This is an optimization exercise on Yosys and OpenROAD, whose aim is small area, not a production implementation.
Only simulation tests tie the RTL to the original design; equivalence was not proved. The flow treats the clock pin as an ideal source, which a real chip does not have.

## FanController
module FanController #(parameter CLOCK_FREQUENCY = 100) (
    input wire clk,
    input wire reset,
    input wire [3:0] microupcode,
    input wire signed [7:0] set_point,
    input wire signed [7:0] sensor1_temp,
    input wire signed [7:0] sensor2_temp,
    output wire [1:0] fan_status,
    output wire cooler_status,
    output wire [7:0] user_output
);
Size: about 1,100 flip-flops, ~41 I/O pins.
==> flow/config.mk <==
export PLATFORM = sky130hd
export DESIGN_NAME = FanController
export DESIGN_NICKNAME = FanController
export VERILOG_FILES = /design/flow/design.v
export SDC_FILE = /design/flow/constraint.sdc
export NUM_CORES = 4
export LEC_CHECK = 0
export ABC_AREA = 1
export CAP_MARGIN = 20
export CORE_MARGIN = 2
export CORE_UTILIZATION = 60
export CTS_BUF_LIST = sky130_fd_sc_hd__clkbuf_16
export CTS_CLUSTER_DIAMETER = 100
export CTS_CLUSTER_SIZE = 30
export PLACE_DENSITY = 0.7
export SLEW_MARGIN = 20
==> flow/constraint.sdc <==
create_clock -name core_clock -period 125.0 [get_ports {clk}]
set_input_delay 25.0000 -clock core_clock [delete_from_list [all_inputs] [get_ports {clk}]]
set_output_delay 25.0000 -clock core_clock [all_outputs]
set_load 0.01 [all_outputs]
standard.sh (not shown) runs the stock make flow with config.mk's settings and CLKGATE_MAP_FILE= SYNTH_SCRIPT=/design/flow/synth_recipe.tcl, a recipe that flattens the netlist after the stock synthesis.
==> flow/flow/run.sh <==
#!/bin/bash
# Own flow: the standard layout, except that Yosys's technology mapping step runs ABC
# with an area-oriented script (flow/abc_area.script: dc2, dch, amap) in place of ORFS's
# abc_area.script. Everything else, including the registers, is the standard synthesis.
# Clock tree synthesis takes the same settings as config.mk gives it, without dummy loads,
# and the port buffers are the smallest buffer, buf_1.
set -euo pipefail
W=$PWD

# Synthesis script: synth_recipe.tcl sourcing a copy of ORFS's synth.tcl whose abc call uses
# our ABC script
sed 's|^  log_cmd abc {\*}\$abc_args$|  set abc_args [lreplace $abc_args 1 1 '"$W"'/flow/abc_area.script]\n  log_cmd abc {*}$abc_args|' \
    "$FLOW_HOME/scripts/synth.tcl" > "$W/abc_synth.tcl"
grep -q 'flow/abc_area.script' "$W/abc_synth.tcl"
sed 's|^source \$::env(SCRIPTS_DIR)/synth.tcl$|source '"$W"'/abc_synth.tcl|' "$W/synth_recipe.tcl" > "$W/own_synth.tcl"
grep -q 'abc_synth.tcl' "$W/own_synth.tcl"
sed "s|SYNTH_SCRIPT=[^ ]*|SYNTH_SCRIPT=$W/own_synth.tcl|" "$W/standard.sh" > "$W/own_standard.sh"
grep -q 'own_synth.tcl' "$W/own_standard.sh"

bash "$W/own_standard.sh" synth > "$W/synth.log" 2>&1
export CTS_ARGS="-sink_clustering_enable -repair_clock_nets -buf_list sky130_fd_sc_hd__clkbuf_8 -sink_clustering_size 20 -sink_clustering_max_diameter 80 -dont_use_dummy_load"
export BUFFER_PORTS_ARGS="-buffer_cell sky130_fd_sc_hd__buf_1"
bash "$W/standard.sh" > "$W/layout.log" 2>&1
test -f "$W/out/final.def"
==> flow/flow/abc_area.script <==
strash
dc2
dch -f
amap -F 20 -A 20
topo
dnsize -c
Then changed:
--- a/flow/flow/run.sh
+++ b/flow/flow/run.sh
@@ -4,4 +4,2 @@
 # abc_area.script. Everything else, including the registers, is the standard synthesis.
-# Clock tree synthesis takes the same settings as config.mk gives it, without dummy loads,
-# and the port buffers are the smallest buffer, buf_1.
 set -euo pipefail
@@ -20,4 +18,2 @@
 bash "$W/own_standard.sh" synth > "$W/synth.log" 2>&1
-export CTS_ARGS="-sink_clustering_enable -repair_clock_nets -buf_list sky130_fd_sc_hd__clkbuf_8 -sink_clustering_size 20 -sink_clustering_max_diameter 80 -dont_use_dummy_load"
-export BUFFER_PORTS_ARGS="-buffer_cell sky130_fd_sc_hd__buf_1"
 bash "$W/standard.sh" > "$W/layout.log" 2>&1
After rerunning:
- The changed run passed the timing, design-rule and antenna checks
- clock-buffer cell count goes down by 25
- via count is about the same
- critical path depth is unchanged
- core utilization is higher by 1.1 points
- design area increases by 1.7%
- setup slack degrades by 0.70 ns
- routed wire length came out higher by 5.9%
- die area is unchanged
Then changed:
--- a/flow/flow/run.sh
+++ b/flow/flow/run.sh
@@ -4,2 +4,4 @@
 # abc_area.script. Everything else, including the registers, is the standard synthesis.
+# Clock tree synthesis takes the same settings as config.mk gives it, without dummy loads,
+# and the port buffers are the smallest buffer, buf_1.
 set -euo pipefail
@@ -18,2 +20,4 @@
 bash "$W/own_standard.sh" synth > "$W/synth.log" 2>&1
+export CTS_ARGS="-sink_clustering_enable -repair_clock_nets -buf_list sky130_fd_sc_hd__clkbuf_16 -sink_clustering_size 30 -sink_clustering_max_diameter 100 -dont_use_dummy_load"
+export BUFFER_PORTS_ARGS="-buffer_cell sky130_fd_sc_hd__buf_1"
 bash "$W/standard.sh" > "$W/layout.log" 2>&1
- GPL_TIMING_DRIVEN: not set -> 0
After rerunning:
- maximum frequency barely changes
- design area falls by 1.0%
- worst hold slack is worse by 0.0086 ns
- count of clock-buffer cells in the layout falls by 1
- global-route usage falls by 2.4 points
- cell count falls by about 0.8%
- flip-flop and latch count does not change

-- afterwards: timing with drivers on the ports --
The results above use ideal ports. As a check the final layouts listed here were re-extracted and re-timed, cells and wires unchanged. Step 1: set_driving_cell puts a clkbuf_16 on clk and a buf_2 on each other input, an assumption about the parent block. Step 2 times the ports against the registers' clock, not the clock port: input delays grow and output delays shrink by t, the midpoint of the rising clock arrivals with the driver on. Three values: no drivers, after step 1, after step 2; two values: the first two.
run | shift t [ns] | setup WS [ns] | worst setup path after step 2
the first run | 0.697 | 68.572 / 68.547 / 68.547 | input to output
the second run | 0.649 | 67.875 / 67.850 / 67.850 | input to output
the third run | 0.618 | 67.883 / 67.859 / 67.859 | input to output
After both steps every run listed still meets setup and hold.
